This design comes from an exercise in tuning for small area on the open sky130 flow, not from production work. Power figures rest on the tool's default switching activity, not on a simulated workload.

==> run a <==
==> flow/design.v <==
module alarm_clock_top(clock, key, reset, time_button, alarm_button, fastwatch,
                       ms_hr, ls_hr, ms_min, ls_min, alarm_sound);
input [3:0] key;
input clock, reset, time_button, alarm_button, fastwatch;
output [7:0] ms_hr, ls_hr, ms_min, ls_min;
output alarm_sound;
localparam ST   = 3'b000;   
localparam SA   = 3'b001;   
localparam SETA = 3'b010;   
localparam SETC = 3'b011;   
localparam KS   = 3'b100;   
localparam KW   = 3'b101;   
localparam KE1  = 3'b110;   
localparam KE   = 3'b111;   
reg [2:0] ps;
reg [3:0] cnt;              
reg [3:0] t3, t2, t1, t0;   
reg [3:0] a3, a2, a1, a0;   
reg [3:0] k3, k2, k1, k0;   
reg [7:0] sc;               
reg [5:0] mc;               
wire rc      = (ps == SETC);
wire nokey   = (key == 4'd10);
wire time_out = cnt[3] & cnt[0];
wire sec_wrap   = (sc == 8'd0);
wire one_second = sec_wrap & (mc != 6'd0);
wire one_min    = sec_wrap & (mc == 6'd60);
wire one_minute = fastwatch ? one_second : one_min;
always @(posedge clock or posedge reset)
  if (reset) begin
    sc <= 8'd0;
    mc <= 6'd0;
  end else if (rc) begin
    sc <= 8'd0;
    mc <= 6'd0;
  end else begin
    sc <= sc + 8'd1;
    if (sec_wrap)
      mc <= (mc == 6'd60) ? 6'd1 : mc + 6'd1;
  end
reg [2:0] ns;
always @* begin
  case (ps)
    ST:   ns = alarm_button ? SA : (!nokey ? KS : ST);
    SA:   ns = alarm_button ? SA : ST;
    KS:   ns = KW;
    KW:   ns = time_out ? ST : (nokey ? KE1 : KW);
    KE1, KE:
          ns = time_out ? ST : (!nokey ? KS : (alarm_button ? SETA :
               (time_button ? SETC : KE)));
    default: ns = ST;
  endcase
end
always @(posedge clock or posedge reset)
  if (reset) ps <= ST;
  else ps <= ns;
always @(posedge clock)
  if (ps == KS)
    cnt <= 4'd0;
  else if (ps == KE1)
    cnt <= {3'd0, one_second};
  else if (one_second)
    cnt <= cnt + 4'd1;
always @(posedge clock or posedge reset)
  if (reset) begin
    k3 <= 0; k2 <= 0; k1 <= 0; k0 <= 0;
  end else if (ps == KS) begin
    k3 <= k2; k2 <= k1; k1 <= k0; k0 <= key;
  end
always @(posedge clock or posedge reset)
  if (reset) begin
    a3 <= 0; a2 <= 0; a1 <= 0; a0 <= 0;
  end else if (ps == SETA) begin
    a3 <= k3; a2 <= k2; a1 <= k1; a0 <= k0;
  end
wire c9    = (t0 == 4'd9);
wire c59   = c9 & (t1 == 4'd5);
wire c959  = c59 & (t2 == 4'd9);
wire c2359 = c59 & (t2 == 4'd3) & (t3 == 4'd2);
always @(posedge clock or posedge reset)
  if (reset) begin
    t3 <= 0; t2 <= 0; t1 <= 0; t0 <= 0;
  end else if (rc) begin
    t3 <= k3; t2 <= k2; t1 <= k1; t0 <= k0;
  end else if (one_minute) begin
    t0 <= c9 ? 4'd0 : t0 + 4'd1;
    if (c9) t1 <= c59 ? 4'd0 : t1 + 4'd1;
    if (c59) begin
      t2 <= (c959 | c2359) ? 4'd0 : t2 + 4'd1;
      if (c2359) t3 <= 4'd0;
      else if (c959) t3 <= t3 + 4'd1;
    end
  end
wire show_key   = ps[2];
wire show_alarm = (ps == SA);
wire [15:0] dv = show_key ? {k3, k2, k1, k0} :
                 show_alarm ? {a3, a2, a1, a0} : {t3, t2, t1, t0};
function [7:0] lcd;
  input [3:0] d;
  lcd = (d > 4'd9) ? 8'h3A : {4'h3, d};
endfunction
assign ms_hr  = lcd(dv[15:12]);
assign ls_hr  = lcd(dv[11:8]);
assign ms_min = lcd(dv[7:4]);
assign ls_min = lcd(dv[3:0]);
assign alarm_sound = !show_key && !show_alarm &&
                     ({t3, t2, t1, t0} == {a3, a2, a1, a0});
endmodule
==> flow/run.sh <==
#!/bin/bash
# synth_recipe.tcl (not shown) runs the flow's synth.tcl, then flattens the netlist and writes it again
# the make line also repeats each setting of config.mk as NAME=value (left out here)
make -C /OpenROAD-flow-scripts/flow DESIGN_CONFIG=/design/flow/config.mk WORK_HOME=/design/flow/orfs CLKGATE_MAP_FILE= SYNTH_SCRIPT=/design/flow/synth_recipe.tcl finish
==> flow/config.mk <==
export PLATFORM = sky130hd
export DESIGN_NAME = alarm_clock_top
export DESIGN_NICKNAME = alarm_clock_top
export VERILOG_FILES = /design/flow/design.v
export SDC_FILE = /design/flow/constraint.sdc
export NUM_CORES = 4
export LEC_CHECK = 0
export CAP_MARGIN = 20
export CORE_MARGIN = 2
export CORE_UTILIZATION = 40
export SLEW_MARGIN = 20
==> flow/constraint.sdc <==
create_clock -name core_clock -period 6.0 [get_ports {clock}]
set_input_delay 1.2000 -clock core_clock [delete_from_list [all_inputs] [get_ports {clock}]]
set_output_delay 1.2000 -clock core_clock [all_outputs]
set_load 0.01 [all_outputs]
==> run b (differences from run a) <==
ABC_AREA = 1   (was default)
==> summary of the runs <==
Between run a and run b, the lower clock power is in run a (gap about 14%, measured against run b). Between run b and run a, the lower synthesized cell count is in run a (gap 34%, measured against run a). In flip-flop and latch count, run b and run a do not differ. Combinational power: run b is smaller than run a (about 4.7%).
No functional check of the RTL was part of any run of this note.

==> what the ideal ports hide <==
The flow's constraints put no driver on any port. The routed layouts listed below were extracted and timed again, unchanged, in two steps.
Step 1, drivers: a clkbuf_16 drives clock and a buf_2 each remaining input, both assumed.
Step 2 times the ports against the registers' clock, not the clock port: input delays grow and output delays shrink by t, the midpoint of the rising clock arrivals with the driver on.
Slacks: no drivers / after step 1 / after step 2; pairs: no drivers / after step 1.
run | shift t [ns] | setup WS [ns] | hold WS [ns] | worst setup path at the end | worst data-port slew with drivers (ns)
run a | 0.365 | 1.659 / 1.626 / 1.991 | 0.502 / 0.502 / 0.502 | register to output | 0.03
run b | 0.387 | 1.995 / 1.961 / 2.348 | 0.473 / 0.473 / 0.473 | register to output | 0.03
After both steps setup and hold are still met in every run listed.
